From an optimization exercise on the open Yosys and OpenROAD flow, aimed at small area; shortcuts taken in it are not production practice. The RTL was checked by simulation tests, not by an equivalence proof against the original design. Power figures rest on the tool's default switching activity, not on a simulated workload.

==> flow/design.v <==
module lt32(
    input  [31:0] xn,
    input  [31:0] y,
    output        lt
    );
    function f;
        input [31:0] xn, y;
        integer i, j, n;
        reg [1:0] l, p;
        reg c, q;
        begin
            for (j = 0; j < 2; j = j + 1) begin
                c = 1'b0;
                q = 1'b1;
                for (i = 16 * j; i < 16 * j + 16; i = i + 1) begin
                    c = (xn[i] & y[i]) | (xn[i] & c) | (y[i] & c);
                    q = q & (xn[i] | y[i]);
                end
                l[j] = c;
                p[j] = q;
            end
            for (n = 1; n >= 1; n = n / 2)
                for (i = 0; i < n; i = i + 1) begin
                    l[i] = l[2*i+1] | (p[2*i+1] & l[2*i]);
                    p[i] = p[2*i+1] & p[2*i];
                end
            f = l[0];
        end
    endfunction
    assign lt = f(xn, y);
endmodule
module sel3n(
    input  s1,
    input  s0,
    input  h,
    input  v1,
    input  v0,
    input  q,
    output d
    );
    assign d = ~((s1 & v1) | (s0 & v0) | (h & q));
endmodule
module cae_reg(
    input             clk,
    input             e,
    input             d,
    input             ltv,
    input      [31:0] x,
    input      [31:0] y,
    output reg [31:0] lo,
    output reg [31:0] hi,
    output     [31:0] loc,
    output     [31:0] hic
    );
    wire sw = ltv ^ d;
    wire ls = e & sw;
    wire lk = e & ~sw;
    wire h  = ~e;
    wire [31:0] dlo, dhi;
    assign loc = ~lo;
    assign hic = ~hi;
    genvar i;
    generate
        for (i = 0; i < 32; i = i + 1) begin : b
            sel3n slo(ls, lk, h, y[i], x[i], loc[i], dlo[i]);
            sel3n shi(ls, lk, h, x[i], y[i], hic[i], dhi[i]);
        end
    endgenerate
    always @(posedge clk) begin
        lo <= dlo;
        hi <= dhi;
    end
endmodule
module pass_reg(
    input             clk,
    input             e,
    input      [31:0] x,
    output reg [31:0] q
    );
    always @(posedge clk)
        if (e)
            q <= x;
endmodule
module full_CAE(
input [31:0] i1,
input [31:0] i2,
input [31:0] i3,
input [31:0] i4,
input [31:0] i5,
input [31:0] i6,
input [31:0] i7,
input [31:0] i8,
input dir,
input clk,
input reset,
input enable,
output [31:0] o1,
output [31:0] o2,
output [31:0] o3,
output [31:0] o4,
output [31:0] o5,
output [31:0] o6,
output [31:0] o7,
output [31:0] o8
);
wire e = enable & ~reset;
reg [6:1] dq;
always @(posedge clk)
    if (e)
        dq <= {dq[5:1], dir};
wire [31:0] a0, a1, a2, a3, a4, a5, a6, a7;    
wire [31:0] b0_n, b0_c, b1_n, b1_c, b2_n, b2_c, b3_n, b3_c, b4_n, b4_c, b5_n, b5_c, b6_n, b6_c, b7_n, b7_c;    
wire [31:0] c0_n, c0_c, c1_n, c1_c, c2_n, c2_c, c3_n, c3_c, c4_n, c4_c, c5_n, c5_c, c6_n, c6_c, c7_n, c7_c;    
wire [31:0] f0_n, f0_c, f1_n, f1_c, f2_n, f2_c, f3_n, f3_c, f4_n, f4_c, f5_n, f5_c, f6_n, f6_c, f7_n, f7_c;    
wire [31:0] g0, g1, g2_n, g2_c, g3_n, g3_c, g4_n, g4_c, g5_n, g5_c, g6, g7;    
wire [31:0] k0, k1_n, k1_c, k2, k3_n, k3_c, k4_n, k4_c, k5, k6_n, k6_c, k7;    
wire [31:0] m0, m1_n, m1_c, m2_n, m2_c, m3_n, m3_c, m4_n, m4_c, m5_n, m5_c, m6_n, m6_c, m7;    
pass_reg p10(clk, e, i1, a0);
pass_reg p11(clk, e, i2, a1);
pass_reg p12(clk, e, i3, a2);
pass_reg p13(clk, e, i4, a3);
pass_reg p14(clk, e, i5, a4);
pass_reg p15(clk, e, i6, a5);
pass_reg p16(clk, e, i7, a6);
pass_reg p17(clk, e, i8, a7);
wire lt_20;
lt32 c20((~a0), a2, lt_20);
cae_reg x20(clk, e, dq[1], lt_20, a0, a2, b0_n, b2_n, b0_c, b2_c);
wire lt_21;
lt32 c21((~a1), a3, lt_21);
cae_reg x21(clk, e, dq[1], lt_21, a1, a3, b1_n, b3_n, b1_c, b3_c);
wire lt_22;
lt32 c22((~a4), a6, lt_22);
cae_reg x22(clk, e, dq[1], lt_22, a4, a6, b4_n, b6_n, b4_c, b6_c);
wire lt_23;
lt32 c23((~a5), a7, lt_23);
cae_reg x23(clk, e, dq[1], lt_23, a5, a7, b5_n, b7_n, b5_c, b7_c);
wire lt_30;
lt32 c30(b0_n, b4_c, lt_30);
cae_reg x30(clk, e, dq[2], lt_30, b0_c, b4_c, c0_n, c4_n, c0_c, c4_c);
wire lt_31;
lt32 c31(b1_n, b5_c, lt_31);
cae_reg x31(clk, e, dq[2], lt_31, b1_c, b5_c, c1_n, c5_n, c1_c, c5_c);
wire lt_32;
lt32 c32(b2_n, b6_c, lt_32);
cae_reg x32(clk, e, dq[2], lt_32, b2_c, b6_c, c2_n, c6_n, c2_c, c6_c);
wire lt_33;
lt32 c33(b3_n, b7_c, lt_33);
cae_reg x33(clk, e, dq[2], lt_33, b3_c, b7_c, c3_n, c7_n, c3_c, c7_c);
wire lt_40;
lt32 c40(c0_n, c1_c, lt_40);
cae_reg x40(clk, e, dq[3], lt_40, c0_c, c1_c, f0_n, f1_n, f0_c, f1_c);
wire lt_41;
lt32 c41(c2_n, c3_c, lt_41);
cae_reg x41(clk, e, dq[3], lt_41, c2_c, c3_c, f2_n, f3_n, f2_c, f3_c);
wire lt_42;
lt32 c42(c4_n, c5_c, lt_42);
cae_reg x42(clk, e, dq[3], lt_42, c4_c, c5_c, f4_n, f5_n, f4_c, f5_c);
wire lt_43;
lt32 c43(c6_n, c7_c, lt_43);
cae_reg x43(clk, e, dq[3], lt_43, c6_c, c7_c, f6_n, f7_n, f6_c, f7_c);
wire lt_50;
lt32 c50(f2_n, f4_c, lt_50);
cae_reg x50(clk, e, dq[4], lt_50, f2_c, f4_c, g2_n, g4_n, g2_c, g4_c);
wire lt_51;
lt32 c51(f3_n, f5_c, lt_51);
cae_reg x51(clk, e, dq[4], lt_51, f3_c, f5_c, g3_n, g5_n, g3_c, g5_c);
pass_reg p50(clk, e, f0_c, g0);
pass_reg p51(clk, e, f1_c, g1);
pass_reg p56(clk, e, f6_c, g6);
pass_reg p57(clk, e, f7_c, g7);
wire gt_60;
wire lt_60 = ~gt_60;
lt32 c60(g4_n, g1, gt_60);
cae_reg x60(clk, e, dq[5], lt_60, g1, g4_c, k1_n, k4_n, k1_c, k4_c);
wire lt_61;
lt32 c61(g3_n, g6, lt_61);
cae_reg x61(clk, e, dq[5], lt_61, g3_c, g6, k3_n, k6_n, k3_c, k6_c);
pass_reg p60(clk, e, g0, k0);
pass_reg p62(clk, e, g2_c, k2);
pass_reg p65(clk, e, g5_c, k5);
pass_reg p67(clk, e, g7, k7);
wire lt_70;
lt32 c70(k1_n, k2, lt_70);
cae_reg x70(clk, e, dq[6], lt_70, k1_c, k2, m1_n, m2_n, m1_c, m2_c);
wire lt_71;
lt32 c71(k3_n, k4_c, lt_71);
cae_reg x71(clk, e, dq[6], lt_71, k3_c, k4_c, m3_n, m4_n, m3_c, m4_c);
wire gt_72;
wire lt_72 = ~gt_72;
lt32 c72(k6_n, k5, gt_72);
cae_reg x72(clk, e, dq[6], lt_72, k5, k6_c, m5_n, m6_n, m5_c, m6_c);
pass_reg p70(clk, e, k0, m0);
pass_reg p77(clk, e, k7, m7);
assign o1 = m0;
assign o2 = m1_c;
assign o3 = m2_c;
assign o4 = m3_c;
assign o5 = m4_c;
assign o6 = m5_c;
assign o7 = m6_c;
assign o8 = m7;
endmodule
Settings: LEC_CHECK=0, CAP_MARGIN=20, CORE_MARGIN=2, CORE_UTILIZATION=45, SLEW_MARGIN=20; clock period 4.5 ns.
standard.sh (not shown) runs the stock make flow with config.mk's settings and CLKGATE_MAP_FILE= SYNTH_SCRIPT=/design/flow/synth_recipe.tcl, a recipe that flattens the netlist after the stock synthesis.
==> flow/flow/run.sh <==
#!/bin/bash
# Own layout flow: the standard ORFS flow with these changes:
#  - synthesis is the standard flow's synthesis script, except that Yosys does not extract
#    half/full adders, modules lt32 (comparator) and sel3n (one register input
#    bit) are mapped on their own before the design is flattened, and ABC maps
#    for area: lt32 with flow/mapa.script, the rest with flow/amap.script.
#    Registers are inferred and mapped exactly as in the standard synthesis.
#  - ports get the smallest buffer, and CTS inserts no dummy loads.
# Every tool's output is kept: make.log here, ORFS's per-step logs in orfs/logs.
set -euo pipefail
# clock tree: no dummy loads; the buffers CTS may use
CTS_ARGS="-sink_clustering_enable -repair_clock_nets -dont_use_dummy_load -sink_clustering_size 24 -sink_clustering_max_diameter 60"
W=$(pwd)
F=$W/flow

cat > $W/my_synth.tcl <<EOT
proc abc {args} {
  set i [lsearch -exact \$args -script]
  set a2 [lreplace \$args [expr {\$i + 1}] [expr {\$i + 1}] $F/mapa.script]
  puts "own flow: abc \$a2 lt32"
  yosys abc {*}\$a2 lt32
  set a1 [lreplace \$args [expr {\$i + 1}] [expr {\$i + 1}] $F/amap.script]
  puts "own flow: abc \$a1"
  yosys abc {*}\$a1
}
proc extract_fa {args} {
  puts "own flow: no extract_fa"
}
source $W/synth_recipe.tcl
EOT

make -C "$FLOW_HOME" DESIGN_CONFIG=$W/config.mk WORK_HOME=$W/orfs CLKGATE_MAP_FILE= \
  SYNTH_SCRIPT=$W/my_synth.tcl \
  SYNTH_KEEP_MODULES="lt32 sel3n" \
  BUFFER_PORTS_ARGS="-buffer_cell sky130_fd_sc_hd__buf_1" \
  CTS_ARGS="$CTS_ARGS" \
  finish > $W/make.log 2>&1

R=$W/orfs/results/$FLOW_PLATFORM/full_CAE/base
: # left out here: write the final layout as DEF
==> flow/flow/amap.script <==
strash
dch
amap
topo
stime -c
==> flow/flow/mapa.script <==
strash
dch
map -a
topo
stime -c
Change:
--- a/flow/flow/run.sh
+++ b/flow/flow/run.sh
@@ -11,3 +11,3 @@
 # clock tree: no dummy loads; the buffers CTS may use
-CTS_ARGS="-sink_clustering_enable -repair_clock_nets -dont_use_dummy_load -sink_clustering_size 24 -sink_clustering_max_diameter 60"
+CTS_ARGS="-sink_clustering_enable -repair_clock_nets -dont_use_dummy_load -sink_clustering_size 14 -sink_clustering_max_diameter 60 -buf_list sky130_fd_sc_hd__clkbuf_8"
 W=$(pwd)
CORE_UTILIZATION = 60   (was 45)
PLACE_DENSITY = 0.72   (was not set)
What happened:
- The changed run completed with no timing, DRC or antenna violations
- clock-buffer cell count increases by 13
- via count increases by 0.91%
- non-clock buffer count increases by 4
- die area decreases by 25%
Change:
CORE_UTILIZATION = 45   (was 60)
PLACE_DENSITY = not set   (was 0.72)
Outcome: Clock skew is higher by 0.017 ns. Clock-buffer cell count went up by 7. Fmax grows slightly. Power is higher slightly. Sequential share of layout area goes down by 0.60 points.
Change:
--- a/flow/flow/run.sh
+++ b/flow/flow/run.sh
@@ -11,3 +11,3 @@
 # clock tree: no dummy loads; the buffers CTS may use
-CTS_ARGS="-sink_clustering_enable -repair_clock_nets -dont_use_dummy_load -sink_clustering_size 14 -sink_clustering_max_diameter 60 -buf_list sky130_fd_sc_hd__clkbuf_8"
+CTS_ARGS="-sink_clustering_enable -repair_clock_nets -dont_use_dummy_load -sink_clustering_size 16 -sink_clustering_max_diameter 60 -buf_list sky130_fd_sc_hd__clkbuf_8"
 W=$(pwd)
Fmax falls by 1.3%.
Register-to-register slack gets worse by 0.06 ns.
Worst setup slack gets worse by 0.057 ns.
Routed wire length hardly moves.
First-iteration DRC count goes up by 2.2%.
Total power goes down by 0.42%.
Synthesized area stays the same.
Die area is unchanged.
Clock power shrinks by about 2%.
Design area hardly moves.

-- port drivers added, routing unchanged --
In the flow no input, the clock included, has a driving cell. The finished layouts below were timed again as built, in two steps. Step 1 (the two cells are an assumption about what drives the block):
set clk [get_ports {clk}]
set_driving_cell -lib_cell sky130_fd_sc_hd__clkbuf_16 $clk
set_driving_cell -lib_cell sky130_fd_sc_hd__buf_2 [delete_from_list [all_inputs] $clk]
Step 2 adds t to the input delays and takes it off the output delays; t is the mean of the earliest and latest rising clock arrival at the registers after step 1. Input paths then give back, and output paths get back, about the clock's delay inside the block. Three values: ideal ports, drivers, drivers and shift; two values: the first two.
run | t (ns) | slack for setup (ns) | hold slack, ns
the first run | 0.844 | 0.248 / 0.248 / 0.248 | 0.272 / 0.224 / 0.396
the second run | 0.940 | 0.242 / 0.242 / 0.242 | 0.193 / 0.137 / 0.398
the third run | 0.975 | 0.280 / 0.280 / 0.280 | 0.134 / 0.078 / 0.410
the fourth run | 0.976 | 0.222 / 0.222 / 0.222 | 0.122 / 0.069 / 0.399
After both steps setup and hold are still met in every run listed.
